From an optimization exercise on the open Yosys and OpenROAD flow, aimed at small area; shortcuts taken in it are not production practice.
At most, simulation tests tie the RTL to the original design; equivalence was not proved.
The RTL of runs 2 to 5 was laid out without a check of its function.
No activity file was given, so power comes from the tool's default toggle rates.

==> design/flow/design.v <==
`timescale 1ns / 1ps
module typing_test_top(
        input wire clk,
        input wire rst,  
        input wire [3:0] rows,
        output wire [3:0] cols,
        output wire [3:0] Anode_Activate,
        output wire [6:0] LED_out,
        output wire SSD_Anode_Activate,
        output wire [6:0] SSD_LED_out
    );
    function [20:0] add20(input [19:0] a, input [19:0] b, input ci);
        integer i;
        reg c;
        begin
            c = ci;
            for (i = 0; i < 20; i = i + 1) begin
                add20[i] = a[i] ^ b[i] ^ c;
                c = (a[i] & b[i]) | (c & (a[i] ^ b[i]));
            end
            add20[20] = c;
        end
    endfunction
    function [15:0] inc16(input [15:0] a);
        integer i;
        reg c;
        begin
            c = 1'b1;
            for (i = 0; i < 16; i = i + 1) begin
                inc16[i] = a[i] ^ c;
                c = c & a[i];
            end
        end
    endfunction
    function [3:0] mod10(input [3:0] x);
        mod10 = (x[3] & (x[2] | x[1])) ? {1'b0, x[2] & x[1], ~x[1], x[0]} : x;
    endfunction
    reg [12:0] cnt;
    wire cnt_wrap = &{cnt[12], cnt[10:8], cnt[6:5], cnt[3:0]};  
    wire one_hz = ~|cnt;
    wire fast_tick = (cnt[3:0] == 4'd7);
    wire [15:0] cnt_inc = inc16({3'd0, cnt});
    always @(posedge clk) begin
        if (rst || cnt_wrap) cnt <= 13'd0;
        else cnt <= cnt_inc[12:0];
    end
    reg [1:0] led_select;
    always @(posedge clk) begin
        if (rst) led_select <= 2'd0;
        else if (fast_tick) led_select <= {led_select[1] ^ led_select[0], ~led_select[0]};
    end
    reg [6:0] timer;
    reg sampling;
    reg [1:0] col_select;    
    reg [3:0] dec;
    reg bp;                  
    reg rise;                
    wire scan   = !sampling && timer[5] && timer[3];                
    wire sample = sampling && (&timer[6:3]);                        
    wire scan1  = sampling && ~|timer;                              
    wire press  = scan1 && rise;                                    
    wire any_row = ~&rows;
    wire [15:0] timer_inc = inc16({9'd0, timer});
    reg [3:0] dec_next;
    reg dec_hit;
    always @(*) begin
        dec_hit = 1'b1;
        dec_next = 4'd0;
        case ({col_select, rows})
            6'b00_0111: dec_next = 4'h1;
            6'b00_1011: dec_next = 4'h4;
            6'b00_1101: dec_next = 4'h7;
            6'b00_1110: dec_next = 4'h0;
            6'b01_0111: dec_next = 4'h2;
            6'b01_1011: dec_next = 4'h5;
            6'b01_1101: dec_next = 4'h8;
            6'b01_1110: dec_next = 4'hF;
            6'b10_0111: dec_next = 4'h3;
            6'b10_1011: dec_next = 4'h6;
            6'b10_1101: dec_next = 4'h9;
            6'b10_1110: dec_next = 4'hE;
            6'b11_0111: dec_next = 4'hA;
            6'b11_1011: dec_next = 4'hB;
            6'b11_1101: dec_next = 4'hC;
            6'b11_1110: dec_next = 4'hD;
            default: dec_hit = 1'b0;
        endcase
    end
    always @(posedge clk) begin
        if (rst) begin
            timer <= 7'd0;
            sampling <= 1'b0;
            col_select <= 2'd0;
            dec <= 4'd0;
            bp <= 1'b0;
            rise <= 1'b0;
        end else begin
            if (scan) begin
                timer <= 7'd0;
                sampling <= 1'b1;
            end else begin
                timer <= timer_inc[6:0];
                if (sample) sampling <= 1'b0;
            end
            if (scan1) col_select <= {col_select[1] ^ col_select[0], ~col_select[0]};
            if (sample) begin
                rise <= any_row && !bp;
                if (any_row && !bp) begin
                    bp <= 1'b1;
                    if (dec_hit) dec <= dec_next;
                end
                if (!any_row && bp) bp <= 1'b0;
            end
        end
    end
    assign cols = {~(col_select == 2'd0), ~(col_select == 2'd1),
                   ~(col_select == 2'd2), ~(col_select == 2'd3)};
    reg [15:0] lfsr;
    always @(posedge clk) begin
        if (rst) lfsr <= 16'hD670;
        else lfsr <= {lfsr[14:0], lfsr[15] ^ lfsr[13] ^ lfsr[12] ^ lfsr[10]};
    end
    reg [1:0] mode;          
    reg pm10;                
    reg [1:0] cdig;          
    reg [3:0] nw0, nw1, nw2, nw3;    
    reg [15:0] cw;           
    reg cw_rev;              
    reg [3:0] acc_d1, acc_d2;        
    reg [3:0] at, ao;                
    reg [15:0] cd;                   
    reg [15:0] S;                    
    reg nz;                          
    reg [15:0] E;
    reg [3:0] e_one, e_ten;          
    wire is_sel  = (mode == 2'd0);
    wire is_test = (mode == 2'd1);
    wire is_res  = mode[1];
    wire key_b = (dec == 4'hB);
    wire nw_zero = ~|{nw3, nw2, nw1, nw0};
    wire start = press && !key_b && is_sel && (dec == 4'hA) && !nw_zero;
    wire tpress = press && !key_b && is_test;
    function [3:0] cw_nib(input [1:0] i);
        case (i ^ {cw_rev, cw_rev})
            2'd0: cw_nib = cw[3:0];
            2'd1: cw_nib = cw[7:4];
            2'd2: cw_nib = cw[11:8];
            default: cw_nib = cw[15:12];
        endcase
    endfunction
    wire correct = (dec == mod10(cw_nib(cdig)));
    wire word_done = tpress && correct && (cdig == 2'd0);
    wire tick = one_hz && is_test;
    wire [4:0] dlt_w = add20({16'd0, ao}, {16'hFFFF, ~acc_d2}, 1'b1);    
    wire o_lt = dlt_w[4];                        
    wire le6 = dlt_w[3] & (dlt_w[2] | dlt_w[1]);  
    wire [4:0] at_m = add20({16'd0, at}, {19'h7FFFF, 1'b1}, 1'b0);       
    reg [3:0] nd1, nd2;
    always @(*) begin
        if (at[3] & at[1]) begin                 
            nd1 = 4'd10;
            nd2 = 4'd10;
        end else begin
            nd2 = ao;
            if (at == 4'd0 && o_lt) nd1 = le6 ? 4'd9 : 4'd8;
            else nd1 = o_lt ? at_m[3:0] : at;
        end
    end
    wire [15:0] S_inc = inc16(S);
    wire [15:0] cd_inc = inc16(cd);
    wire [15:0] E_inc = inc16(E);
    wire [15:0] e_one_inc = inc16({12'd0, e_one});
    wire [15:0] e_ten_inc = inc16({12'd0, e_ten});
    always @(posedge clk) begin
        if (rst) begin
            mode <= 2'd0;
            pm10 <= 1'b0;
            cdig <= 2'd3;
            {nw3, nw2, nw1, nw0} <= 16'd0;
        end else begin
            pm10 <= is_res;
            if (press) begin
                if (key_b) begin
                    if (is_sel) {nw3, nw2, nw1, nw0} <= 16'd0;
                    else mode <= 2'd0;
                    cdig <= 2'd3;
                end else if (is_sel) begin
                    if (start) begin
                        mode <= 2'd1;
                        cdig <= 2'd3;
                    end else begin
                        {nw3, nw2, nw1, nw0} <= {nw2, nw1, nw0, dec};
                    end
                end else if (is_test && correct) begin
                    cdig <= {cdig[1] ^ ~cdig[0], ~cdig[0]};
                    if (cdig == 2'd0 && lastw) mode <= 2'd2;
                end
            end
        end
    end
    reg [19:0] X;
    reg [3:0] vh, vo;
    reg [3:0] ch, co;        
    reg [2:0] p;             
    reg st;                  
    reg aj;                  
    reg lj;                  
    reg wjp;                 
    reg job1;
    reg lastw;
    wire ax = aj || lj;
    wire running = ax || wjp;
    reg [3:0] a;
    always @(*) begin
        case (p)
            3'd0: a = nw3;
            3'd1: a = nw2;
            3'd2: a = nw1;
            3'd3: a = nw0;
            default: a = 4'd0;
        endcase
    end
    wire st_add = !st;
    wire [15:0] dv = aj ? S : lj ? {2'd0, cd_inc[15:2]} : E;
    wire [20:0] xs = add20(X, st_add ? {16'd0, a} : {4'hF, ~dv}, !st_add && (aj || (!lj && job1)));
    wire fits = xs[20];
    wire fits_e = fits && !lj;
    wire p5 = p[2] & p[0];
    wire p3 = !p[2] & p[1] & p[0];
    wire last = lj ? p3 : p5;
    wire m6 = p[2] && !p[0] && !ax;      
    wire [20:0] xm = add20({2'd0, X[17:0]}, m6 ? {1'b0, X[17:0], 1'b0} : {X[17:0], 2'b00}, 1'b0);
    wire [19:0] xsc = {xm[18:0], 1'b0};
    wire [3:0] uh = aj ? at : vh;
    wire [3:0] uo = aj ? ao : vo;
    wire [20:0] uh10_w = add20({16'd0, uo}, {16'd0, uh[2:0], 1'b0}, 1'b0);
    wire [3:0] uh10 = {uh10_w[3] ^ uh[0], uh10_w[2:0]};                   
    reg [3:0] f6, g6;
    always @(*) begin
        case (uo)
            4'd0: begin f6 = 4'd0; g6 = 4'd0; end
            4'd1: begin f6 = 4'd0; g6 = 4'd6; end
            4'd2: begin f6 = 4'd1; g6 = 4'd2; end
            4'd3: begin f6 = 4'd1; g6 = 4'd8; end
            4'd4: begin f6 = 4'd2; g6 = 4'd4; end
            4'd5: begin f6 = 4'd3; g6 = 4'd0; end
            4'd6: begin f6 = 4'd3; g6 = 4'd6; end
            4'd7: begin f6 = 4'd4; g6 = 4'd2; end
            4'd8: begin f6 = 4'd4; g6 = 4'd8; end
            default: begin f6 = 4'd5; g6 = 4'd4; end
        endcase
    end
    wire [20:0] uh6_w = add20({16'd0, uh[1:0], 2'b00}, {16'd0, uh[2:0], 1'b0}, 1'b0);
    wire [20:0] uh6_x = add20({16'd0, uh6_w[3:0]}, {16'd0, f6}, 1'b0);
    wire [3:0] uh6 = uh6_x[3:0];                                           
    wire uo9 = uo[3] & uo[0];
    wire [15:0] uh_inc = inc16({12'd0, uh});
    wire [15:0] uo_inc = inc16({12'd0, uo});
    reg [3:0] un_h, un_o;    
    always @(*) begin
        un_h = uh;
        un_o = uo;
        if (st && fits) begin
            un_h = uo9 ? uh_inc[3:0] : uh;
            un_o = uo9 ? 4'd0 : uo_inc[3:0];
        end else if (st && !p5) begin
            if (m6) begin
                un_h = uh6;
                un_o = g6;
            end else begin
                un_h = uh10;
                un_o = 4'd0;
            end
        end
    end
    wire done = running && st && !fits_e && last;
    wire aj_done = done && aj;
    wire lj_done = done && lj;
    wire wj_done = done && !ax;
    wire init_aj = tpress && nz;
    wire init_lj = (tpress && !nz) || aj_done;
    wire init_wj = start || (tick && !wjp && !ax) || (wj_done && (job1 || tick)) ||
                   (lj_done && (wjp || tick));
    always @(posedge clk) begin
        if (start) begin
            ch <= 4'd0;
            co <= 4'd0;
            wjp <= 1'b1;
            job1 <= 1'b0;
        end else begin
            if (wj_done) begin
                if (job1 || tick) begin
                    ch <= vh;
                    co <= vo;
                    job1 <= 1'b0;
                end else wjp <= 1'b0;
            end else if (tick) begin
                if (wjp) job1 <= 1'b1;
                else begin
                    ch <= vh;
                    co <= vo;
                    wjp <= 1'b1;
                end
            end
        end
        if (lj_done) lastw <= !fits;
        if (init_aj) begin
            X <= {4'd0, cd};
            p <= 3'd3;
            st <= 1'b1;
        end else if (init_lj || init_wj) begin
            X <= 20'd0;
            p <= 3'd0;
            st <= 1'b0;
        end else begin
            X <= (!st || fits_e) ? xs[19:0] : xsc;
            if (!st) st <= 1'b1;
            else if (!fits_e && !last) begin
                p <= {p[2] | (p[1] & p[0]), p[1] ^ p[0], ~p[0]};
                st <= 1'b0;
            end
        end
        if (start) begin
            aj <= 1'b0;
            lj <= 1'b0;
        end else begin
            if (init_aj) aj <= 1'b1;
            else if (aj_done) aj <= 1'b0;
            if (init_lj) lj <= 1'b1;
            else if (lj_done) lj <= 1'b0;
        end
        if (init_wj) begin
            vh <= 4'd0;
            vo <= 4'd0;
        end else if (running && !ax) begin
            vh <= un_h;
            vo <= un_o;
        end
        if (start) begin
            at <= 4'd10;
            ao <= 4'd0;
            acc_d1 <= 4'd0;
            acc_d2 <= 4'd0;
            cd <= 16'd0;
            S <= 16'd0;
            nz <= 1'b0;
        end else if (tpress) begin
            acc_d1 <= nd1;
            acc_d2 <= nd2;
            if (correct) begin
                cd <= cd_inc;
                nz <= 1'b1;
            end
            if (nz) begin
                at <= 4'd0;
                ao <= 4'd0;
            end else begin
                at <= 4'd10;
                ao <= 4'd0;
                S <= S_inc;
            end
        end else begin
            if (aj) begin
                at <= un_h;
                ao <= un_o;
            end
            if (aj_done) S <= S_inc;
        end
    end
    always @(posedge clk) begin
        if (start || word_done) begin
            cw <= lfsr;
            cw_rev <= start;
        end
        if (start) begin
            E <= 16'd0;
            e_one <= 4'd0;
            e_ten <= 4'd0;
        end else if (tick) begin
            E <= E_inc;
            if (e_one[3] & e_one[0]) begin
                e_one <= 4'd0;
                e_ten <= e_ten_inc[3:0];
            end else e_one <= e_one_inc[3:0];
        end
    end
    wire one_en = !pm10 && (cdig == 2'd3);
    wire two_en = !pm10 && cdig[1];
    wire three_en = |cdig;
    wire [1:0] ls = led_select;
    wire en = (ls == 2'd0) ? one_en : (ls == 2'd1) ? two_en : (ls == 2'd2) ? three_en : 1'b1;
    wire [1:0] ci = ~ls ^ {cw_rev, cw_rev};
    wire [3:0] cwn = ci[1] ? (ci[0] ? cw[15:12] : cw[11:8]) : (ci[0] ? cw[7:4] : cw[3:0]);
    wire [3:0] nwn = ls[1] ? (ls[0] ? nw0 : nw1) : (ls[0] ? nw2 : nw3);
    wire [3:0] rsn = ls[1] ? (ls[0] ? co : ch) : (ls[0] ? e_one : e_ten);
    wire [3:0] dsel = mode[1] ? rsn : mode[0] ? mod10(cwn) : nwn;
    wire [3:0] bcd = en ? dsel : 4'd0;
    assign Anode_Activate = en ? ~(4'b1000 >> ls) : 4'b1111;
    reg [6:0] seg;
    always @(*) begin
        case (bcd)
            4'd1: seg = 7'b1001111;
            4'd2: seg = 7'b0010010;
            4'd3: seg = 7'b0000110;
            4'd4: seg = 7'b1001100;
            4'd5: seg = 7'b0100100;
            4'd6: seg = 7'b0100000;
            4'd7: seg = 7'b0001111;
            4'd8: seg = 7'b0000000;
            4'd9: seg = 7'b0000100;
            default: seg = 7'b0000001;
        endcase
    end
    assign LED_out = seg;
    wire [3:0] sbcd = is_sel ? 4'hF : (ls[0] ? acc_d2 : acc_d1);
    assign SSD_Anode_Activate = ls[0];
    reg [6:0] sseg;
    always @(*) begin
        case (sbcd)
            4'd0: sseg = 7'b0111111;
            4'd1: sseg = 7'b0110000;
            4'd2: sseg = 7'b1011011;
            4'd3: sseg = 7'b1111001;
            4'd4: sseg = 7'b1110100;
            4'd5: sseg = 7'b1101101;
            4'd6: sseg = 7'b1101111;
            4'd7: sseg = 7'b0111000;
            4'd8: sseg = 7'b1111111;
            4'd9: sseg = 7'b1111101;
            4'd10: sseg = 7'b1111110;
            default: sseg = 7'b1000000;
        endcase
    end
    assign SSD_LED_out = sseg;
endmodule
==> design/flow/flow/run.sh <==
#!/bin/bash
# The standard layout (standard.sh), with two changes: the ports are buffered
# with the smallest buffer, and clock tree synthesis adds no dummy loads.
set -euo pipefail
export BUFFER_PORTS_ARGS="-buffer_cell sky130_fd_sc_hd__buf_1"
export CTS_ARGS="-sink_clustering_enable -repair_clock_nets -dont_use_dummy_load -buf_list sky130_fd_sc_hd__clkbuf_4 -sink_clustering_size 8 -sink_clustering_max_diameter 50"
bash standard.sh finish > standard.log 2>&1
==> design/flow/standard.sh <==
#!/bin/bash
# synth_recipe.tcl (not shown) runs the flow's synth.tcl, then flattens the netlist and writes it again
# the make line also repeats each setting of config.mk as NAME=value (left out here)
make -C /OpenROAD-flow-scripts/flow DESIGN_CONFIG=/design/flow/config.mk WORK_HOME=/design/flow/orfs CLKGATE_MAP_FILE= SYNTH_SCRIPT=/design/flow/synth_recipe.tcl "${@:-finish}"
==> design/flow/config.mk <==
export PLATFORM = sky130hd
export DESIGN_NAME = typing_test_top
export DESIGN_NICKNAME = typing_test_top
export VERILOG_FILES = /design/flow/design.v
export SDC_FILE = /design/flow/constraint.sdc
export NUM_CORES = 4
export LEC_CHECK = 0
export ABC_AREA = 1
export CAP_MARGIN = 20
export CORE_MARGIN = 2
export CORE_UTILIZATION = 60
export CTS_BUF_LIST = sky130_fd_sc_hd__clkbuf_4
export CTS_CLUSTER_DIAMETER = 50
export CTS_CLUSTER_SIZE = 8
export SLEW_MARGIN = 20
==> design/flow/constraint.sdc <==
create_clock -name core_clock -period 160.0 [get_ports {clk}]
set_input_delay 32.0000 -clock core_clock [delete_from_list [all_inputs] [get_ports {clk}]]
set_output_delay 32.0000 -clock core_clock [all_outputs]
set_load 0.01 [all_outputs]
==> results of run 1 <==
state kept, by name, summed over array words and instances (netlist names), 7 cells and up:
signal,flops
X,20
S,16
cw,16
lfsr,16
cd,16
timer,7
cnt,13
E,16
cell families (layout without fill, tap and decap cells):
kind of cell / Yosys count / after routing
simple gates: 583 / 583
buf+inv: 262 / 275
mux: 3 / 3
flops: 203 / 203
fa+ha+maj: 147 / 147
compound gates: 351 / 351
xor+xnor: 20 / 20
other cells: 0 / 1
metrics by stage:
step	hold slack [ps]	area, um^2	setup WS (ps)	instances	util (%)
3_3_place_gp	403	12500	125000	1822	62.0
6_report	400	12700	124180	1853	63.2
5_1_grt	404	12700	123810	1853	63.2
4_1_cts	395	12700	124150	1852	63.2
2_1_floorplan	400	12300	125660	1569	-
3_5_place_dp	408	12500	124900	1822	62.1
power groups by stage:
stage	combinational [mW]	sequential (mW)	clock, mW
3_5_place_dp	0.00193	0.0530	0
6_report	0.00191	0.0519	0.0255
3_3_place_gp	0.00185	0.0530	0
5_1_grt	0.00223	0.0519	0.0284
4_1_cts	0.00194	0.0519	0.0266
2_1_floorplan	0.00142	0.0530	0
tightest hold or removal path, stage by stage, from the launching register on:
cell and delay, ps:
dfxtp_1 330, inv_1 60, nor2_1 30
worst max-delay path by stage:
| stage | end | start | cells past startpoint |
|---|---|---|---|
| after CTS | LED_out[1] | led_select[0] | 12 |
| after global routing | LED_out[1] | led_select[0] | 12 |
| after global placement | LED_out[1] | led_select[0] | 12 |
| after floorplan | LED_out[1] | led_select[0] | 12 |
| after detailed placement | LED_out[1] | led_select[0] | 12 |
| final | LED_out[1] | led_select[0] | 12 |
cell type report:
class | instances | area, um^2 | area share (%)
multi-input cells | 1104 | 6970 | 54.7
flip-flops and latches | 203 | 4240 | 33.3
inverters | 209 | 797 | 6.25
well taps | 270 | 338 | 2.65
clock buffers | 30 | 225 | 1.77
repair buffers | 36 | 165 | 1.30
diodes | 1 | 2.50 | 0.0196
layer usage:
layer  routed length, um  GRT usage, %  part of all wire, %
met1               13200          37.0                   47
met2               12500          42.0                   45
met5                   0             0                    0
met3                1440          3.94                  5.2
met4                 657          6.78                  2.4
cell usage in the layout (no fill, tap or decap), types with 3 or more instances in the layout:
master,count
nand3_1,74
a221oi_1,5
or2_2,10
fa_1,41
o21ai_0,141
a211oi_2,3
o211ai_1,9
buf_4,8
a211oi_1,12
inv_1,184
edfxtp_1,18
clkbuf_4,30
nor2_4,8
o22ai_1,24
xnor2_1,8
nand4_1,12
nor2_1,152
ha_1,106
xor2_1,11
a31oi_1,3
o221ai_1,4
nor4_1,6
inv_4,3
nand3b_1,3
dfxtp_1,185
o21ai_2,4
mux2i_1,3
buf_1,28
o21ai_1,8
a22oi_1,3
inv_2,20
nand2_1,277
nor2_2,3
a21oi_1,120
nor3_1,12
nand2_2,9
==> impl_results.md, run 1 <==
- RePlAce Congestion: 0.888
- GR Util All Layers: 26.1%
- Num CTS Buffers: 30
- H-tree depth: 1
- Synth unique cells: 65
- Switch share: 23.2%
- Synth area leader: dfxtp_1
- Synth top area share: 30.2%
- Worst Skew: 103 ps
- Slowest cell on the critical path: dfxtp_1
- Starting density of the core: 60.8%
- Avg Synthesized Cell Area: 7.81 um^2
- Worst Path Max Fanout: 25
- Initial antenna violation count: 1
- Worst-Margin Slew: 891 ps
- Congestion Overflow GR: 0
- Period utilization: 22.4%
- Critical path's top delay family: flip-flops
- Cts hold-fix bufs: 0
- Mapped Cells: 1569
- Total power: 79.2 uW
- Largest net degree at the start of global routing: 43
- Adder-cell share of the synthesized area: 17.5%
- Worst min path class: register to register
- Count of final setup violators: 0
- First-pass GRT wire length: 46700 um
- Crit path DAT: 3820 ps
- DP Wirelength: 20400 um
- DR pass1 iterations: 5
- Clock transition at path regs: 100 ps
- Synthesized flop and latch total: 203
- Largest stage delay, worst path: 850 ps
- Synth Area in Compound Gates: 16.2%
- CTS root buffer: clkbuf_4
- Die Width: 147 um
- Fill cells: 1875
- P&R area growth vs syn: 3.97%
- EDFF count, synth: 18
- Slew Limit Headroom: 40.6%
- DRC Markers: 0
- Yosys warns: 1
- Total negative setup slack: 0 ps
- Mux cell area share after synthesis: 0.245%
- Share of cells above drive strength 1: 7.33%
- Simple-Gate Fraction of Synth Area: 21.2%
- Status: complete, no violations
- Flop pwr share: 65.4%
- Critical path, cell by cell: inv_2 -> ha_1 -> nand2_1 -> o21ai_0 -> o21ai_2 -> inv_1 -> a21oi_1 -> inv_1 -> ha_1 -> or2_0 -> a21oi_1 -> buf_1
- Worst Hold Path EP: lfsr[2]
- Worst r2r dst: X[19]
- Sequential area share after synthesis: 34.6%
- HP Start: lfsr[1]
- Nets@finish: 1737
- Number of global-route vias before repair: 9570
- R2R cell count: 37
- Setup Buffers After CTS: 0
- CP required: 128000 ps
- Clock Latency Late Sink: 710 ps
- Top cells by area, synth: dfxtp_1 30%, ha_1 11%, nand2_1 8.5%
- Max-slew violation count: 0
- Async set or reset register ratio after synthesis: 0%
- Synthesized cell area: 12300 um^2
- Pwr per Cell Area: 6.22 nW/um^2
- Hold Crit Depth: 2
- Vias post-DR: 10.1k
- # rows: 52
- Core box area: 20200 um^2
- Most common cell in the synthesized netlist: nand2_1
- Worst Setup Path Type: register to primary output
- Top cells by count, synth: 277 x nand2_1, 185 x dfxtp_1, 184 x inv_1
- Clock share of power: 32.2%
- Largest family of logic cells by synthesized area: simple AND/OR/NAND/NOR gates
- Prevailing post-synth register cell: dfxtp_1
- Maxcap violations: 0
- Combinational share of power: 2.4%
- # IOs: 29
- CTS tree: done
- Wirelength per Cell: 15.0 um
- Fmax: 27.9 MHz
- Synth Area in XOR/XNOR: 1.49%
- Worst Path Buf+Inv: 4
- Leak Pwr: 5.83 nW
- Post_cts resized: 0
- RSZ-0062 raised after global routing: no
- Post-DRT Antenna Nets: 0
- Drt total wl: 27800 um
- Worst R2R Start: st
- Total die area: 21600 um^2
- Syn Nets: 1722
- Hold Fails Final Rpt: 0
- Internal Power: 60.8 uW
- DIE HEIGHT: 147 um
- 1st-iter DRT viols: 667
- Startpoint Class: register
- Vias per cell: 5.46
- Switching pwr: 18.4 uW
- CTS sink cnt: 203
- Port Buffers: 28
- Final min period: 35820 ps
- Flop-to-flop setup slack: 149850 ps
- VDD IR-drop max: 0.00000601 V
- CP Capture Type: primary output
- Clock Tree Buf Depth: 3
==> inputs of run 2 (changes only) <==
--- a/design/flow/design.v
+++ b/design/flow/design.v
@@ -343,27 +343,19 @@
             acc_d2 <= 4'd0;
             cd <= 16'd0;
-            S <= 16'd0;
+            S <= 16'hFFFF;
             nz <= 1'b0;
         end else if (tpress) begin
             acc_d1 <= nd1;
             acc_d2 <= nd2;
+            S <= S_inc;
             if (correct) begin
                 cd <= cd_inc;
                 nz <= 1'b1;
             end
-            if (nz) begin
-                at <= 4'd0;
-                ao <= 4'd0;
-            end else begin
-                at <= 4'd10;
-                ao <= 4'd0;
-                S <= S_inc;
-            end
-        end else begin
-            if (aj) begin
-                at <= un_h;
-                ao <= un_o;
-            end
-            if (aj_done) S <= S_inc;
+            at <= nz ? 4'd0 : 4'd10;
+            ao <= 4'd0;
+        end else if (aj) begin
+            at <= un_h;
+            ao <= un_o;
         end
     end
--- a/design/flow/config.mk
+++ b/design/flow/config.mk
@@ -9,7 +9,8 @@
 export CAP_MARGIN = 20
 export CORE_MARGIN = 2
-export CORE_UTILIZATION = 60
+export CORE_UTILIZATION = 70
 export CTS_BUF_LIST = sky130_fd_sc_hd__clkbuf_4
 export CTS_CLUSTER_DIAMETER = 50
 export CTS_CLUSTER_SIZE = 8
+export GPL_TIMING_DRIVEN = 0
 export SLEW_MARGIN = 20
==> run 2 against run 1 <==
Sequential cell count stayed put. Total power is 2.1% higher. Synthesized cell count is 1.0% higher.
==> impl_results.md, run 2 <==
- Hold Fails Final Rpt: 0
- Cts hold-fix bufs: 0
- CP Capture Type: primary output
- Total die area: 18500 um^2
- Worst Hold Path EP: cw[14]
- Fill cells: 1356
- Worst r2r dst: p[1]
- Port Buffers: 27
- Avg Synthesized Cell Area: 7.71 um^2
- H-tree depth: 1
- Top cells by area, synth: dfxtp_1 30%, ha_1 11%, nand2_1 11%
- Startpoint Class: register
- CTS sink cnt: 203
- RSZ-0062 raised after global routing: no
- Crit path DAT: 4090 ps
- Top cells by count, synth: 346 x nand2_1, 185 x dfxtp_1, 180 x inv_1
- Clock transition at path regs: 90 ps
- P&R area growth vs syn: 5.03%
- Num CTS Buffers: 30
- Share of cells above drive strength 1: 7.19%
- Placed cells: 1837
- Largest net degree at the start of global routing: 18
- Period utilization: 22.6%
- Post-layout util: 74.7%
- Number of global-route vias before repair: 10.2k
- EDFF count, synth: 18
- Async set or reset register ratio after synthesis: 0%
- HP Start: lfsr[14]
- Post-DRT Antenna Nets: 0
- Maxcap violations: 0
- Setup Buffers After CTS: 0
- Slew Limit Headroom: 38.1%
- DIE HEIGHT: 136 um
- Vias per cell: 5.71
- Die Width: 136 um
- Total negative setup slack: 0 ps
- Clock Latency Late Sink: 680 ps
- Worst R2R Start: st
- Non-filler cells, final: 1868
- Yosys warns: 1
- # rows: 48
- Total power: 80.9 uW
- Synth unique cells: 57
- GR Util All Layers: 32.5%
- Post_cts resized: 0
- Register with the most flip-flops: X
- 1st-iter DRT viols: 857
- DP Wirelength: 22800 um
- Prevailing post-synth register cell: dfxtp_1
- Clock Tree Buf Depth: 3
- Worst-Margin Slew: 929 ps
- Count of final setup violators: 0
- Initial antenna violation count: 1
- Max-slew violation count: 0
- Worst Skew: 34.1 ps
- R2R cell count: 36
- DRC Markers: 0
- Synthesized cell area: 12200 um^2
- DR pass1 iterations: 5
- Mapped Cells: 1585
- VDD IR-drop max: 0.00000763 V
- Synth area leader: dfxtp_1
- Vias post-DR: 10.7k
- CTS root buffer: clkbuf_4
- Flop-to-flop setup slack: 150060 ps
- CTS tree: done
- Worst Path Max Fanout: 11
- Pwr per Cell Area: 6.30 nW/um^2
- Synth top area share: 30.3%
- Synthesized flop and latch total: 203
- CP required: 128000 ps
- Commonest non-fill, non-tap cell in the layout: nand2_1
- RePlAce Congestion: 0.918
- Final min period: 36090 ps
- First-pass GRT wire length: 48000 um
- Worst min path class: register to register
- Nets@finish: 1797
- Fmax: 27.7 MHz
- Syn Nets: 1738
- Core box area: 17200 um^2
- Wirelength per Cell: 15.9 um
- Worst Setup Path Type: register to primary output
- Most common cell in the synthesized netlist: nand2_1
- Leak Pwr: 5.93 nW
- Status: complete, no violations
- Cell area after layout: 12800 um^2
- Placed Area: 12600 um^2
- # IOs: 29
- Drt total wl: 29600 um
- Congestion Overflow GR: 0
- Hold Crit Depth: 0
- Largest register FFs: 20
- Starting density of the core: 71.1%
- Most frequent cells in the layout: 346 x nand2_1, 185 x dfxtp_1, 180 x inv_1
- Sequential area share after synthesis: 34.7%
## run 2: changes by cell type after synthesis, moves of 5 or more
| cell | change |
|---|---|
| nand2_1 | +69 |
| nand3_1 | +15 |
| clkbuf_1 | -11 |
| buf_2 | +8 |
| a21oi_1 | -21 |
| o21ai_1 | +7 |
| xor2_1 | +5 |
| inv_2 | -12 |
| o21ai_0 | -25 |
## run 2: power by group
group / switching (mW) / internal, mW / leakage (nW)
logic: 0.00168 / 0.000989 / 4.13
clock network: 0.0172 / 0.00854 / 0.138
registers: 0.000523 / 0.0520 / 1.66
total: 0.0194 / 0.0615 / 5.93
## run 2: worst max path at each step
stage / startpoint / endpoint / slack (ps) / cells past startpoint
after floorplan: led_select[0] / LED_out[1] / 125480 / 13
after global placement: led_select[0] / LED_out[0] / 124710 / 15
after detailed placement: led_select[0] / LED_out[3] / 124670 / 13
after CTS: led_select[0] / LED_out[0] / 123940 / 15
after global routing: led_select[0] / LED_out[0] / 123530 / 15
final: led_select[0] / LED_out[0] / 123910 / 15
## run 2: metal layers
metal  track usage, %  vias up  share of wire, %
li1                 -     5307                 -
met1             40.5     4895                43
met2             55.1      360                47
met3             5.11      102               5.9
met4             15.6        0               4.7
met5                0        -                 0
## run 2: final cells by class
| class | count | area (um^2) | share of cell area, % |
|---|---|---|---|
| diodes | 1 | 2.50 | 0.0195 |
| plain buffers | 53 | 265 | 2.07 |
| clock buffers | 30 | 225 | 1.75 |
| inverters | 190 | 718 | 5.60 |
| multi-input cells | 1139 | 7000 | 54.5 |
| flip-flops and latches | 203 | 4240 | 33.1 |
| well taps | 225 | 282 | 2.19 |
| repair buffers | 27 | 101 | 0.790 |
## run 2: critical path, stage by stage (launching register included)
cell and delay (ps):
dfxtp_1 610, inv_1 250, buf_2 250, buf_1 270, ha_1 310, nand2_1 70, o21ai_0 80, o21ai_1 490
nor3b_1 370, nand2_1 200, inv_2 140, nand2_1 80, nand2_1 70, nand2_1 40, nand2_1 50, buf_1 140
## run 2: kinds of logic after synthesis
group,after synthesis,share of synthesized area [%]
compound gates,306,14.3
xor+xnor,22,1.58
fa+ha+maj,147,17.6
buf+inv,243,8.05
flops,203,34.7
mux,3,0.246
simple gates,661,23.6
## run 2: through the flow
stage | setup WS, ps | hold slack, ps
final | 123910 | 425
after global routing | 123530 | 437
after CTS | 123940 | 425
after detailed placement | 124670 | 405
after global placement | 124710 | 402
after floorplan | 125480 | 400
==> inputs of run 3 (changes only) <==
--- a/design/flow/config.mk
+++ b/design/flow/config.mk
@@ -9,8 +9,7 @@
 export CAP_MARGIN = 20
 export CORE_MARGIN = 2
-export CORE_UTILIZATION = 70
+export CORE_UTILIZATION = 60
 export CTS_BUF_LIST = sky130_fd_sc_hd__clkbuf_4
 export CTS_CLUSTER_DIAMETER = 50
 export CTS_CLUSTER_SIZE = 8
-export GPL_TIMING_DRIVEN = 0
 export SLEW_MARGIN = 20
==> run 3 against run 2 <==
Synthesized cell count did not move. Utilization fell by 11 points. Sequential share of layout area increased by 0.30 points. Routed wire length fell by 1.4%. Critical path type unchanged. Largest power group unchanged.
==> impl_results.md, run 3 <==
- Maxcap violations: 0
- Pwr per Cell Area: 6.34 nW/um^2
- Commonest non-fill, non-tap cell in the layout: nand2_1
- Count of final setup violators: 0
- Nets@finish: 1755
- DRC Markers: 0
- Worst Setup Path Type: register to primary output
- Vias post-DR: 10.4k
- Yosys warns: 1
- Mapped Cells: 1585
- Top cells by area, synth: dfxtp_1 30%, ha_1 11%, nand2_1 11%
- Port Buffers: 28
- DR pass1 iterations: 6
- Starting density of the core: 60.8%
- H-tree depth: 1
- DP Wirelength: 21400 um
- Crit path DAT: 4200 ps
- Leak Pwr: 5.85 nW
- Clock transition at path regs: 90 ps
- Wirelength per Cell: 15.6 um
- Worst Skew: 66.9 ps
- Vias per cell: 5.56
- VDD IR-drop max: 0.00000703 V
- Syn Nets: 1738
- RSZ-0062 raised after global routing: no
- Total negative setup slack: 0 ps
- Die Width: 147 um
- Startpoint Class: register
- EDFF count, synth: 18
- Drt total wl: 29200 um
- Worst min path class: register to register
- Total power: 80.7 uW
- Post_cts resized: 0
- Setup Buffers After CTS: 0
- Sequential area share after synthesis: 34.7%
- Cts hold-fix bufs: 0
- Worst Path Max Fanout: 28
- Largest net degree at the start of global routing: 39
- 1st-iter DRT viols: 569
- CTS root buffer: clkbuf_4
- CP Capture Type: primary output
- Critical path, cell by cell: inv_1 -> ha_1 -> nand2_1 -> o21ai_0 -> o21ai_1 -> nand2_1 -> inv_1 -> nand3_1 -> ha_1 -> or2_1 -> a21oi_1 -> buf_1
- Most common cell in the synthesized netlist: nand2_1
- Worst Path Buf+Inv: 3
- Core box area: 20100 um^2
- Slowest cell on the critical path: dfxtp_1
- Status: complete, no violations
- Synth top area share: 30.3%
- Largest stage delay, worst path: 930 ps
- Number of global-route vias before repair: 9800
- CP required: 128000 ps
- Post-DRT Antenna Nets: 0
- Congestion Overflow GR: 0
- Final min period: 36200 ps
- Hold Fails Final Rpt: 0
- Clock Latency Late Sink: 710 ps
- Synth unique cells: 57
- P&R area growth vs syn: 4.09%
- CTS sink cnt: 203
- Top cells by count, synth: 346 x nand2_1, 185 x dfxtp_1, 180 x inv_1
- RePlAce Congestion: 0.931
- Synthesized cell area: 12200 um^2
- Initial antenna violation count: 1
- Fmax: 27.6 MHz
- Synthesized flop and latch total: 203
- Num CTS Buffers: 30
- Slew Limit Headroom: 27.6%
- Worst-Margin Slew: 1080 ps
- CTS tree: done
- Critical path's top delay family: flip-flops
- Clock Tree Buf Depth: 3
- Max-slew violation count: 0
- # rows: 52
- Async set or reset register ratio after synthesis: 0%
- First-pass GRT wire length: 48000 um
- Prevailing post-synth register cell: dfxtp_1
- Largest register FFs: 20
- Total die area: 21500 um^2
- Register with the most flip-flops: X
- Avg Synthesized Cell Area: 7.71 um^2
- # IOs: 29
- Synth area leader: dfxtp_1
- Most frequent cells in the layout: 346 x nand2_1, 185 x dfxtp_1, 180 x inv_1
- Share of cells above drive strength 1: 6.31%
- Period utilization: 22.6%
- DIE HEIGHT: 147 um
- GR Util All Layers: 27.2%
run 3: worst reg2reg max path, delay by kind of cell (launching register included):
family,cells,cell delay (ps)
compound gates,4,900
flops,1,310
buf+inv,6,850
fa+ha+maj,19,6060
simple gates,7,1940
run 3: final cells by class:
cell class                 instances  area [um^2]
tap                              270          338
timing repair buffer              38          180
antenna                            1         2.50
clock buffer                      30          225
inverter                         190          718
fill                            1890         7390
sequential                       203         4240
multi-input combinational       1139         7010
run 3: logic make-up after synthesis:
group           after synthesis  share of synthesized area (%)
compound gates              306                           14.3
xor+xnor                     22                           1.58
fa+ha+maj                   147                           17.6
buf+inv                     243                           8.05
flops                       203                           34.7
mux                           3                          0.246
simple gates                661                           23.6
run 3: power by group:
| part | switching (mW) | internal, mW |
|---|---|---|
| registers | 0.000586 | 0.0520 |
| clock network | 0.0170 | 0.00853 |
| logic | 0.00160 | 0.000974 |
| total | 0.0192 | 0.0615 |
run 3: through the flow:
stage	worst slack [ps]	cells	area [um^2]	hold slack, ps	utilization, %
finish	123800	1871	12700	422	63.3
global route	123460	1871	12700	432	63.3
CTS	123810	1870	12700	425	63.2
detailed placement	124600	1840	12500	404	62.1
global placement	124660	1840	12500	404	62.1
floorplan	125480	1585	12200	400	-
run 3: final timing paths:
check	to	slack (ps)	cells after the start	start
max	LED_out[1]	123800	12	led_select[0]
min	lfsr[7]	420	2	lfsr[6]
max reg2reg	X[7]	149860	36	aj
min reg2reg	lfsr[7]	420	2	lfsr[6]
run 3: routing by layer:
metal	up-vias	GRT usage [%]	wire, um
met3	61	3.39	1430
met1	4877	35.3	12900
met5	-	0	0
met2	254	47.5	13900
li1	5218	-	-
met4	0	8.40	914
==> inputs of run 4 (changes only) <==
--- a/design/flow/config.mk
+++ b/design/flow/config.mk
@@ -6,5 +6,5 @@
 export NUM_CORES = 4
 export LEC_CHECK = 0
-export ABC_AREA = 1
+export ABC_AREA = 0
 export CAP_MARGIN = 20
 export CORE_MARGIN = 2
==> run 4 against run 3 <==
Utilization up 0.24 points. Maximum frequency up 0.55%. Non-clock buffer count up 3. Combinational power rose to 32 times the previous value. Critical path type unchanged. Sequential share of layout area about the same. Clock power about the same. Worst setup slack improved by 200 ps. Sequential cell count unchanged. Register-to-register slack better by 230 ps. Area after synthesis decreased by 0.40%. Total power grew 120%. Final cell count is 12% lower.
==> impl_results.md, run 4 <==
- CP Capture Type: primary output
- Setup Buffers After CTS: 0
- H-tree depth: 1
- Status: complete, no violations
- Number of global-route vias before repair: 9143
- Flop pwr share: 38.8%
- DRC Markers: 0
- Synth top area share: 30.4%
- Largest net degree at the start of global routing: 56
- Worst Hold Path EP: cw[2]
- Async set or reset register ratio after synthesis: 0%
- Flop-to-flop setup slack: 150090 ps
- Cell area after layout: 12700 um^2
- Largest register FFs: 20
- CTS tree: done
- Clock Latency Late Sink: 680 ps
- Max-slew violation count: 0
- Nets@finish: 1523
- Congestion Overflow GR: 0
- Worst-Margin Slew: 1000 ps
- Synth unique cells: 72
- CTS root buffer: clkbuf_4
- 1st-iter DRT viols: 767
- DIE HEIGHT: 146 um
- Non-filler cells, final: 1640
- Wl on met1: 13200 um
- Switch share: 41.3%
- Starting density of the core: 60.7%
- Cts hold-fix bufs: 0
- Count of final setup violators: 0
- Prevailing post-synth register cell: dfxtp_1
- HP Start: lfsr[2]
- Slowest cell on the critical path: edfxtp_1
- First-pass GRT wire length: 45900 um
- Internal Power: 104 uW
- Clock share of power: 14.4%
- Met2 wire length: 11600 um
- Pwr per Cell Area: 13.9 nW/um^2
- Synth area leader: dfxtp_1
- Switching pwr: 73.3 uW
- Synthesized flop and latch total: 203
- Wirelength per Cell: 16.3 um
- Synthesized cell area: 12200 um^2
- Top cells by area, synth: dfxtp_1 30%, ha_1 11%, nand2_1 6.8%
- Period utilization: 22.5%
- RSZ-0062 raised after global routing: no
- Core box area: 20000 um^2
- GR Util All Layers: 25.7%
- Fmax: 27.8 MHz
- VDD IR-drop max: 0.00000862 V
- Initial antenna violation count: 1
- CP required: 128000 ps
- Most common cell in the synthesized netlist: nand2_1
- Clock transition at path regs: 90 ps
- WL met3: 1310 um
- Total die area: 21400 um^2
- Final min period: 36000 ps
- Worst Path Buf+Inv: 2
- Total negative setup slack: 0 ps
- Worst r2r dst: X[15]
- Vias per cell: 5.72
- Mapped Cells: 1359
- Most frequent cells in the layout: 221 x nand2_1, 184 x dfxtp_1, 111 x nor2_1
- Crit path DAT: 4000 ps
- Yosys warns: 1
- Register with the most flip-flops: X
- Post-layout util: 63.5%
- Worst Path Max Fanout: 22
- Startpoint Class: register
- Port Buffers: 28
- Placed cells: 1606
- Hold Crit Depth: 0
- Top cells by count, synth: 221 x nand2_1, 185 x dfxtp_1, 112 x nor2_1
- Maxcap violations: 0
- # IOs: 29
- Critical path, cell by cell: xnor2_1 -> mux4_2 -> nor2b_2 -> a21oi_1 -> a211oi_1 -> inv_2 -> ha_1 -> o21ai_0 -> buf_1
- Share of cells above drive strength 1: 8.19%
- DP Wirelength: 19300 um
- Worst R2R Start: cd[0]
- Clock Tree Buf Depth: 3
- Commonest non-fill, non-tap cell in the layout: nand2_1
- Leak Pwr: 5.54 nW
- Slew Limit Headroom: 32.8%
- Hold Fails Final Rpt: 0
- Largest stage delay, worst path: 710 ps
- Syn Nets: 1512
- Critical path's top delay family: compound AO/OA/AOI/OAI gates
- Combinational share of power: 46.8%
- Worst Setup Path Type: register to primary output
- DR pass1 iterations: 5
- # rows: 52
- RePlAce Congestion: 0.916
- CTS sink cnt: 203
- Worst Skew: 49.2 ps
- R2R cell count: 36
- P&R area growth vs syn: 4.56%
- Placed Area: 12500 um^2
- Die Width: 146 um
- Sequential area share after synthesis: 34.9%
- Post_cts resized: 0
- Vias post-DR: 9376
- Drt total wl: 26700 um
- EDFF count, synth: 18
- Worst min path class: register to register
- Avg Synthesized Cell Area: 8.96 um^2
- Post-DRT Antenna Nets: 0
- Highest metal used: met4
- Num CTS Buffers: 31
## run 4: worst register-to-register path: cells and delay by family, from the launching register on
kind | cells | cell delay (ps)
muxes | 1 | 160
adders and majority gates | 22 | 6910
buffers and inverters | 4 | 620
and+or+nand+nor | 3 | 820
DFF | 1 | 340
AOI/OAI and AO/OA | 6 | 1020
## run 4: cell families (layout without fill, tap and decap cells)
group	Yosys count	in the layout	synth area share (%)
AND/OR/NAND/NOR	484	484	17.8
AO/OA/AOI/OAI	260	260	13.1
flip-flops	203	203	34.9
adder cells (fa/ha/maj)	148	148	17.7
buffers and inverters	139	148	4.47
multiplexers	98	98	10.0
XOR/XNOR	27	27	2.00
other	0	2	0
## run 4: per-layer routing
metal	GRT usage (%)	up-vias
li1	-	4726
met1	37.8	4422
met2	40.4	185
met3	3.81	43
met4	6.12	0
met5	0	-
## run 4: power by group through the flow
stage / Combinational [mW] / Sequential [mW] / Clock (mW)
floorplan: 0.0640 / 0.0673 / 0
finish: 0.0830 / 0.0689 / 0.0255
global placement: 0.0815 / 0.0701 / 0
detailed placement: 0.0826 / 0.0701 / 0
global route: 0.0977 / 0.0704 / 0.0286
CTS: 0.0833 / 0.0690 / 0.0264
## run 4: metrics by stage
stage | total power, mW | hold WS (ps) | worst slack [ps]
finish | 0.177 | 420 | 124000
global placement | 0.152 | 409 | 124760
CTS | 0.179 | 415 | 123930
global route | 0.197 | 442 | 123620
detailed placement | 0.153 | 413 | 124680
floorplan | 0.131 | 400 | 125180
## run 4: worst max path at each step
stage | from | to | slack [ps] | cells past startpoint
after global placement | cw_rev | LED_out[2] | 124760 | 10
after floorplan | cw_rev | LED_out[3] | 125180 | 9
after CTS | cw_rev | LED_out[3] | 123930 | 9
final | cw_rev | LED_out[3] | 124000 | 9
after global routing | cw_rev | LED_out[3] | 123620 | 9
after detailed placement | cw_rev | LED_out[3] | 124680 | 9
## run 4: cell type report
type | instances | area, um^2
tap | 270 | 338
multi-input combinational | 1017 | 7410
clock buffer | 31 | 233
timing repair buffer | 41 | 211
sequential | 203 | 4250
inverter | 76 | 285
fill | 1784 | 7310
antenna | 2 | 5.00
==> inputs of run 5 (changes only) <==
==> design/flow/flow/run.sh (replaced) <==
#!/bin/bash
# The standard layout (standard.sh), with two changes: the ports are buffered
# with the smallest buffer, and clock tree synthesis adds no dummy loads.
set -euo pipefail
export BUFFER_PORTS_ARGS="-buffer_cell sky130_fd_sc_hd__buf_1"
export CTS_ARGS="-sink_clustering_enable -repair_clock_nets -dont_use_dummy_load -buf_list sky130_fd_sc_hd__clkbuf_4 -sink_clustering_size 10 -sink_clustering_max_diameter 60"
bash standard.sh finish > standard.log 2>&1
--- a/design/flow/config.mk
+++ b/design/flow/config.mk
@@ -10,6 +10,3 @@
 export CORE_MARGIN = 2
 export CORE_UTILIZATION = 60
-export CTS_BUF_LIST = sky130_fd_sc_hd__clkbuf_4
-export CTS_CLUSTER_DIAMETER = 50
-export CTS_CLUSTER_SIZE = 8
 export SLEW_MARGIN = 20
==> run 5 against run 4 <==
Critical endpoint unchanged. Largest cell class unchanged. Via count is 0.12% lower. Non-clock buffer count did not move. Die area stayed put. Global-route usage barely moved.
==> impl_results.md, run 5 <==
- Status: complete, no violations
- Top cells by area, synth: dfxtp_1 30%, ha_1 11%, nand2_1 6.8%
- P&R area growth vs syn: 4.19%
- Total negative setup slack: 0 ps
- Sequential area share after synthesis: 34.9%
- DR pass1 iterations: 5
- Largest register FFs: 20
- Synthesized flop and latch total: 203
- Largest family of logic cells by synthesized area: simple AND/OR/NAND/NOR gates
- EDFF count, synth: 18
- Worst min path class: register to register
- Initial antenna violation count: 1
- DP Wirelength: 19300 um
- Worst Skew: 78.9 ps
- RePlAce Congestion: 0.916
- # rows: 52
- Congestion Overflow GR: 0
- VDD IR-drop max: 0.00000862 V
- WHS: 402 ps
- RSZ-0062 raised after global routing: no
- Synth top area share: 30.4%
- Total die area: 21400 um^2
- CTS sink cnt: 203
- Simple-Gate Fraction of Synth Area: 17.8%
- Setup Buffers After CTS: 0
- CP required: 128000 ps
- Prevailing post-synth register cell: dfxtp_1
- Syn Nets: 1512
- Mux cell area share after synthesis: 10.0%
- Count of final setup violators: 0
- Vias per cell: 5.73
- Most frequent cells in the layout: 221 x nand2_1, 184 x dfxtp_1, 111 x nor2_1
- Fmax: 27.8 MHz
- Worst Path Max Fanout: 22
- Startpoint Class: register
- Top cells by count, synth: 221 x nand2_1, 185 x dfxtp_1, 112 x nor2_1
- Max-slew violation count: 0
- Clock transition at path regs: 100 ps
- CP Capture Type: primary output
- First-pass GRT wire length: 45900 um
- Most common cell in the synthesized netlist: nand2_1
- Pwr per Cell Area: 13.9 nW/um^2
- Vias post-DR: 9365
- Slew Limit Headroom: 34.8%
- CTS root buffer: clkbuf_4
- Largest net degree at the start of global routing: 56
- Drt total wl: 26700 um
- Hold Fails Final Rpt: 0
- Core box area: 20000 um^2
- Share of cells above drive strength 1: 7.78%
- Synth Area in XOR/XNOR: 2.00%
- Port Buffers: 28
- Starting density of the core: 60.7%
- HP Start: lfsr[8]
- Synthesized cell area: 12200 um^2
- DIE HEIGHT: 146 um
- Post-layout util: 63.3%
- Num CTS Buffers: 25
- Final min period: 35920 ps
- Wirelength per Cell: 16.3 um
- Commonest non-fill, non-tap cell in the layout: nand2_1
- Avg Synthesized Cell Area: 8.96 um^2
- Number of global-route vias before repair: 9131
- Nets@finish: 1517
- Die Width: 146 um
- Post-DRT Antenna Nets: 0
- Clock Tree Buf Depth: 3
- Setup crit start: cw_rev
- 1st-iter DRT viols: 742
- Period utilization: 22.5%
- Mapped Cells: 1359
- # IOs: 29
- Worst R2R Start: cd[0]
- DRC Markers: 0
- Synth area leader: dfxtp_1
- Cell area after layout: 12700 um^2
- Crit path DAT: 3920 ps
- Synth unique cells: 72
- Placed Area: 12500 um^2
- Worst Setup Path Type: register to primary output
- Cts hold-fix bufs: 0
- Worst-Margin Slew: 974 ps
- Leak Pwr: 5.51 nW
- CTS tree: done
- Synth Area in Compound Gates: 13.1%
- H-tree depth: 1
- Register with the most flip-flops: X
- GR Util All Layers: 25.8%
- Maxcap violations: 0
- Post_cts resized: 0
- Yosys warns: 1
- Clock Latency Late Sink: 660 ps
- Adder-cell share of the synthesized area: 17.7%
- Async set or reset register ratio after synthesis: 0%
-- run 5: through the flow --
stage          power, mW  std cells  setup WS, ps
4_1_cts            0.177       1631        124000
6_report           0.176       1634        124080
5_1_grt            0.195       1634        123720
3_5_place_dp       0.153       1606        124680
3_3_place_gp       0.152       1606        124760
2_1_floorplan      0.131       1359        125180
-- run 5: worst max-delay path: stages, from the launching register on --
cell	delay [ps]
edfxtp_1	710
xnor2_1	510
mux4_2	580
nor2b_2	170
a21oi_1	90
a211oi_1	550
inv_2	100
ha_1	310
o21ai_0	160
buf_1	170
-- run 5: final timing paths --
path                     end  slack [ps]  depth (start not counted)
setup / recovery  LED_out[3]      124080                          9
hold / removal         cw[8]         400                          0
setup reg to reg        X[9]      150090                         36
hold reg to reg        cw[8]         400                          0
-- run 5: cell families after synthesis --
group / after synthesis
AND/OR/NAND/NOR: 484
flip-flops: 203
AO/OA/AOI/OAI: 260
multiplexers: 98
buffers and inverters: 139
adder cells (fa/ha/maj): 148
XOR/XNOR: 27
-- run 5: layer usage --
layer / share of wire [%] / GRT usage [%]
met5: 0 / 0
met4: 2.1 / 5.73
met3: 4.4 / 3.50
met2: 44 / 40.5
met1: 49 / 38.2
-- run 5: report_power, final --
part           leakage [nW]  switching (mW)  internal [mW]  total (mW)
registers              1.67         0.00854         0.0604      0.0690
logic                  3.72          0.0481         0.0349      0.0830
clock network         0.115          0.0166        0.00718      0.0238
-- run 5: area by class of cell --
type,instances,area (um^2)
Antenna cell,2,5.00
Clock buffer,25,188
Fill cell,1790,7360
Inverter,76,285
Multi-Input combinational cell,1017,7410
Sequential cell,203,4250
Tap cell,270,338
Timing Repair Buffer,41,211
==> inputs of run 6 (changes only) <==
--- a/design/flow/design.v
+++ b/design/flow/design.v
@@ -129,7 +129,6 @@
     reg [3:0] acc_d1, acc_d2;        
     reg [3:0] at, ao;                
-    reg [15:0] cd;                   
+    reg [13:0] wc;                   
     reg [15:0] S;                    
-    reg nz;                          
     reg [15:0] E;
     reg [3:0] e_one, e_ten;          
@@ -168,5 +167,6 @@
     end
     wire [15:0] S_inc = inc16(S);
-    wire [15:0] cd_inc = inc16(cd);
+    wire [15:0] wc_inc = inc16({2'd0, wc});
+    wire nz = (|wc) | ~&cdig;        
     wire [15:0] E_inc = inc16(E);
     wire [15:0] e_one_inc = inc16({12'd0, e_one});
@@ -222,5 +222,5 @@
     end
     wire st_add = !st;
-    wire [15:0] dv = aj ? S : lj ? {2'd0, cd_inc[15:2]} : E;
+    wire [15:0] dv = aj ? S : lj ? wc_inc : E;
     wire [20:0] xs = add20(X, st_add ? {16'd0, a} : {4'hF, ~dv}, !st_add && (aj || (!lj && job1)));
     wire fits = xs[20];
@@ -306,5 +306,5 @@
         if (lj_done) lastw <= !fits;
         if (init_aj) begin
-            X <= {4'd0, cd};
+            X <= {4'd0, wc, ~cdig};
             p <= 3'd3;
             st <= 1'b1;
@@ -342,15 +342,11 @@
             acc_d1 <= 4'd0;
             acc_d2 <= 4'd0;
-            cd <= 16'd0;
+            wc <= 14'd0;
             S <= 16'hFFFF;
-            nz <= 1'b0;
         end else if (tpress) begin
             acc_d1 <= nd1;
             acc_d2 <= nd2;
             S <= S_inc;
-            if (correct) begin
-                cd <= cd_inc;
-                nz <= 1'b1;
-            end
+            if (correct && cdig == 2'd0) wc <= wc_inc[13:0];
             at <= nz ? 4'd0 : 4'd10;
             ao <= 4'd0;
==> design/flow/flow/run.sh (replaced) <==
#!/bin/bash
# The standard layout (standard.sh), with two changes: the ports are buffered
# with the smallest buffer, and clock tree synthesis adds no dummy loads and
# builds its tree from clkbuf_8.
set -euo pipefail
export BUFFER_PORTS_ARGS="-buffer_cell sky130_fd_sc_hd__buf_1"
export CTS_ARGS="-sink_clustering_enable -repair_clock_nets -dont_use_dummy_load -buf_list sky130_fd_sc_hd__clkbuf_8"
bash standard.sh finish > standard.log 2>&1
--- a/design/flow/config.mk
+++ b/design/flow/config.mk
@@ -9,4 +9,4 @@
 export CAP_MARGIN = 20
 export CORE_MARGIN = 2
-export CORE_UTILIZATION = 60
+export CORE_UTILIZATION = 75
 export SLEW_MARGIN = 20
==> run 6 against run 5 <==
Worst setup slack improved by 150 ps. Still clean. Largest power group unchanged. Sequential power shrank 4.1%. Final area is 1.8% lower. Final cell count down 6.5%.
==> impl_results.md, run 6 <==
- Status: complete, no violations
- Wirelength per Cell: 17.6 um
- Multi-input logic area: 7320 um^2
- Slowest cell on the critical path: edfxtp_1
- CTS tree: done
- Register with the most flip-flops: X
- Switching pwr: 71.6 uW
- CTS sink cnt: 200
- Setup Buffers After CTS: 0
- Cts hold-fix bufs: 0
- Flop pwr share: 38.0%
- Switch share: 41.1%
- # IOs: 29
- Dpl ws: 124490 ps
- Period utilization: 22.4%
- Fill cells: 1131
- Pwr per Cell Area: 14.0 nW/um^2
- Total negative setup slack: 0 ps
- Clock Tree Buf Depth: 2
- Count of final setup violators: 0
- Commonest non-fill, non-tap cell in the layout: nand2_1
- Worst Path Max Fanout: 11
- DP Wirelength: 19900 um
- Placed cells: 1511
- Vias post-DR: 9409
- Synth top area share: 30.3%
- DIE HEIGHT: 131 um
- Worst Setup Path Type: register to primary output
- Maxcap violations: 0
- Worst Skew: 40.8 ps
- Hold Fails Final Rpt: 0
- Worst min path class: register to register
- Combinational share of power: 47.6%
- Fmax: 28.0 MHz
- Largest stage delay, worst path: 610 ps
- RePlAce Congestion: 0.883
- Drt total wl: 26900 um
- Congestion Overflow GR: 0
- Final Worst Setup Slack: 124230 ps
- First-pass GRT wire length: 43500 um
- CP Capture Type: primary output
- Post_cts resized: 0
- P&R area growth vs syn: 3.48%
- Largest register FFs: 20
- H-tree depth: 4
- DR pass1 iterations: 6
- Crit path DAT: 3770 ps
- Initial antenna violation count: 0
- Flop-to-flop setup slack: 149770 ps
- Clock share of power: 14.3%
- Prevailing post-synth register cell: dfxtp_1
- Core box area: 15800 um^2
- Avg Synthesized Cell Area: 9.12 um^2
- Non-filler cells, final: 1528
- Synthesized cell area: 12000 um^2
- Most frequent cells in the layout: 188 x nand2_1, 180 x dfxtp_1, 124 x nor2_1
- GR Util All Layers: 32.6%
- Post-DRT Antenna Nets: 0
- FF/Latch Area: 4190 um^2
- Largest net degree at the start of global routing: 55
- Num CTS Buffers: 17
- Clock Latency Late Sink: 490 ps
- Nets@finish: 1467
- Async set or reset register ratio after synthesis: 0%
- Starting density of the core: 76.3%
- Syn Nets: 1473
- Total die area: 17100 um^2
- RSZ-0062 raised after global routing: no
- Critical path, cell by cell: xnor2_1 -> mux4_2 -> mux2_1 -> a21oi_1 -> o211ai_1 -> inv_1 -> ha_1 -> mux2_2 -> mux2i_1 -> buf_1
- Port Buffers: 28
- Slew Limit Headroom: 30.6%
- Final min period: 35770 ps
- Leak Pwr: 5.37 nW
- Number of diodes: 0
- Clock transition at path regs: 110 ps
- # rows: 46
- VDD IR-drop max: 0.0000111 V
- EDFF count, synth: 18
- Startpoint Class: register
- Number of global-route vias before repair: 8753
- Sequential area share after synthesis: 34.8%
- Synthesized flop and latch total: 200
- Most common cell in the synthesized netlist: nand2_1
- Yosys warns: 1
- Internal Power: 103 uW
- Top cells by area, synth: dfxtp_1 30%, ha_1 11%, fa_1 6.8%
- Worst-Margin Slew: 1040 ps
- Top cells by count, synth: 188 x nand2_1, 182 x dfxtp_1, 124 x nor2_1
- Synth unique cells: 73
- DRC Markers: 0
- Share of cells above drive strength 1: 7.01%
- CP required: 128000 ps
- Total power: 174 uW
- Mapped Cells: 1320
- Die Width: 131 um
- 1st-iter DRT viols: 907
- Max-slew violation count: 0
- Synth area leader: dfxtp_1
- CTS root buffer: clkbuf_8
- Vias per cell: 6.16
run 6: final timing paths:
check                start    endpoint  cells after the start
setup reg to reg        lj       X[19]                     36
hold reg to reg   lfsr[11]      cw[11]                      0
hold / removal    lfsr[11]      cw[11]                      0
setup / recovery    cw_rev  LED_out[2]                     10
run 6: layout make-up:
class	count	area share, %
clock buffers	17	1.88
inverters	68	2.05
multi-input cells	988	58.8
flip-flops and latches	200	33.6
repair buffers	39	1.52
well taps	216	2.17
run 6: per-layer routing:
metal	track usage [%]	wire length [um]	vias up
met5	0	0	-
li1	-	-	4547
met3	6.39	1930	52
met4	9.95	521	0
met2	50.4	12100	359
met1	46.9	12400	4451
run 6: logic make-up after synthesis:
logic type / after synthesis / synth area share, %
xor gates and xnor gates: 29 / 2.30
buffers and inverters: 132 / 4.49
adders and majority gates: 148 / 17.9
and+or+nand+nor: 464 / 17.6
muxes: 98 / 10.4
DFF: 200 / 34.8
AOI/OAI and AO/OA: 249 / 12.5
run 6: power by group through the flow:
stage                     Clock, mW  Sequential (mW)  Combinational (mW)
after floorplan                   0           0.0651              0.0626
after global placement            0           0.0671              0.0787
after detailed placement          0           0.0673              0.0818
after CTS                    0.0252           0.0662              0.0823
after global routing         0.0269           0.0674              0.0950
final                        0.0250           0.0662              0.0829
run 6: metrics by stage:
stage | utilization (%) | area [um^2] | hold slack (ps)
global placement | 77.5 | 12200 | 401
detailed placement | 77.5 | 12200 | 405
floorplan | - | 12000 | 400
finish | 79.0 | 12500 | 398
CTS | 79.0 | 12500 | 400
global route | 79.0 | 12500 | 410
run 6: critical path, delay by kind of cell (launching register included):
family	cells	cell delay (ps)
AO/OA/AOI/OAI	2	450
adder cells (fa/ha/maj)	1	210
flip-flops	1	610
XOR/XNOR	1	510
multiplexers	4	1230
buffers and inverters	2	300
==> inputs of run 7 (changes only) <==
--- a/design/flow/config.mk
+++ b/design/flow/config.mk
@@ -9,4 +9,4 @@
 export CAP_MARGIN = 20
 export CORE_MARGIN = 2
-export CORE_UTILIZATION = 75
+export CORE_UTILIZATION = 60
 export SLEW_MARGIN = 20
==> run 7 against run 6 <==
Global-route usage shrank 6.2 points. Synthesized cell count is the same. Critical endpoint is now LED_out[0]. Worst setup slack gained 82 ps. Count of clock-buffer cells in the layout is the same. Hold slack gained 31 ps. Largest power group unchanged. Final cell count grew 3.3%. First-iteration DRC count shrank 26%. Utilization shrank 15 points. Sequential cell count is the same. Largest cell class unchanged. Final area grew 0.56%.
==> impl_results.md, run 7 <==
- CTS root buffer: clkbuf_8
- Number of diodes: 0
- Synth unique cells: 73
- Most common cell in the synthesized netlist: nand2_1
- RSZ-0062 raised after global routing: no
- Hold Crit Depth: 0
- # rows: 51
- Sequential area share after synthesis: 34.8%
- Non-filler cells, final: 1579
- Register with the most flip-flops: X
- Post_cts resized: 0
- Hold Fails Final Rpt: 0
- Async set or reset register ratio after synthesis: 0%
- Die Width: 146 um
- CTS tree: done
- Status: complete, no violations
- Cts hold-fix bufs: 0
- Yosys warns: 1
- Total die area: 21200 um^2
- Fmax: 28.0 MHz
- 1st-iter DRT viols: 668
- Vias post-DR: 9157
- Core box area: 19600 um^2
- DRC Markers: 0
- Commonest non-fill, non-tap cell in the layout: nand2_1
- CTS sink cnt: 200
- Share of cells above drive strength 1: 7.00%
- Clock Tree Buf Depth: 2
- Syn Nets: 1473
- First-pass GRT wire length: 45100 um
- Wirelength per Cell: 17.3 um
- GR Util All Layers: 26.4%
- Top cells by area, synth: dfxtp_1 30%, ha_1 11%, fa_1 6.8%
- Pwr per Cell Area: 13.9 nW/um^2
- Clock transition at path regs: 100 ps
- EDFF count, synth: 18
- Total power: 174 uW
- Congestion Overflow GR: 0
- Avg Synthesized Cell Area: 9.12 um^2
- Starting density of the core: 61.4%
- # IOs: 29
- CP Capture Type: primary output
- Slew Limit Headroom: 33.2%
- P&R area growth vs syn: 4.07%
- Post-DRT Antenna Nets: 0
- Mapped Cells: 1320
- Worst-Margin Slew: 999 ps
- DR pass1 iterations: 5
- Period utilization: 22.3%
- Max-slew violation count: 0
- Clock Latency Late Sink: 490 ps
- Synth area leader: dfxtp_1
- Drt total wl: 27300 um
- Vias per cell: 5.80
- Port Buffers: 28
- Placed Area: 12300 um^2
- Count of final setup violators: 0
- RePlAce Congestion: 0.849
- DIE HEIGHT: 146 um
- Startpoint Class: register
- Synthesized flop and latch total: 200
- Cell area after layout: 12500 um^2
- Placed cells: 1562
- Initial antenna violation count: 0
- VDD IR-drop max: 0.0000118 V
- DP Wirelength: 20200 um
- Num CTS Buffers: 17
- Synthesized cell area: 12000 um^2
- Largest net degree at the start of global routing: 59
- Nets@finish: 1469
- Worst Setup Path Type: register to primary output
- Synth top area share: 30.3%
- Maxcap violations: 0
- Total negative setup slack: 0 ps
- Leak Pwr: 5.38 nW
- Worst Skew: 37.4 ps
- Largest register FFs: 20
- H-tree depth: 4
- Number of global-route vias before repair: 8515
- Worst Path Max Fanout: 11
- Setup Buffers After CTS: 0
- Most frequent cells in the layout: 188 x nand2_1, 181 x dfxtp_1, 124 x nor2_1
- Crit path DAT: 3690 ps
- Prevailing post-synth register cell: dfxtp_1
- Top cells by count, synth: 188 x nand2_1, 182 x dfxtp_1, 124 x nor2_1
- CP required: 128000 ps
- Worst min path class: register to register
- Final min period: 35690 ps
- R2R cell count: 35
[run 7: cell counts after synthesis]
No cell type changed its count.
[run 7: path summary, 6_finish.rpt]
path / from / to / slack, ps
max: cw_rev / LED_out[0] / 124310
min: lfsr[7] / cw[7] / 430
max reg2reg: lj / X[19] / 149660
min reg2reg: lfsr[7] / cw[7] / 430
[run 7: report_power, final]
group / internal (mW) / switching, mW
registers: 0.0589 / 0.00736
clock network: 0.00943 / 0.0160
logic: 0.0342 / 0.0477
total: 0.103 / 0.0710
[run 7: metrics by stage]
step,utilization (%),hold WS (ps),setup WS [ps]
after floorplan,-,400,125180
after global placement,62.7,405,124890
after detailed placement,62.7,405,124810
after CTS,63.9,429,124280
after global routing,63.9,449,124040
final,63.9,429,124310
[run 7: kinds of logic after synthesis]
family                     Yosys count  synth area share (%)
and+or+nand+nor                    464                  17.6
AOI/OAI and AO/OA                  249                  12.5
DFF                                200                  34.8
adders and majority gates          148                  17.9
buffers and inverters              132                  4.49
muxes                               98                  10.4
xor gates and xnor gates            29                  2.30
[run 7: layout make-up]
type | instances | area (um^2)
sequential | 200 | 4190
fill | 1774 | 7070
multi-input combinational | 988 | 7310
clock buffer | 17 | 234
tap | 265 | 332
inverter | 68 | 255
timing repair buffer | 41 | 204
[run 7: routing by layer]
layer	GRT usage, %	share of wire, %	wire length (um)
met5	0	0	0
met1	40.7	51	14000
met2	39.2	43	11800
met3	4.83	4.8	1310
met4	4.90	0.76	207
[run 7: worst max-delay path, cell delays in order, from the launching register on]
cell      delay [ps]
edfxtp_1         610
xnor2_1          460
mux4_2           580
mux2_1           220
a21oi_1           60
o211ai_1         380
inv_1            110
ha_1             220
mux2_2           260
o22a_1           180
buf_1            130

what the ideal ports hide:
How much do the figures lean on ideal ports? The routed layouts below were timed once more, with nothing changed but the port constraints.
Step 1 (the two cells are an assumption about what drives the block):
set clk [get_ports {clk}]
set_driving_cell -lib_cell sky130_fd_sc_hd__clkbuf_16 $clk
set_driving_cell -lib_cell sky130_fd_sc_hd__buf_2 [delete_from_list [all_inputs] $clk]
Step 2 also shifts input and output timing later by t, the mid clock arrival at the registers, as if the neighbouring blocks saw the same clock.
a / b / c = no drivers / after step 1 / after step 2; a / b = the first two.
run	shift t [ns]	setup slack, ns	slew at the worst register clock pin (ns)
run 1	0.696	124.179 / 124.141 / 124.837	0.10 / 0.10
run 2	0.706	123.911 / 123.869 / 124.574	0.11 / 0.11
run 3	0.722	123.801 / 123.759 / 124.481	0.10 / 0.10
run 4	0.692	124.000 / 123.961 / 124.653	0.10 / 0.10
run 5	0.664	124.078 / 124.039 / 124.703	0.12 / 0.12
run 6	0.512	124.232 / 124.190 / 124.702	0.11 / 0.11
run 7	0.513	124.314 / 124.270 / 124.783	0.11 / 0.11
After both steps every run listed still meets setup and hold.
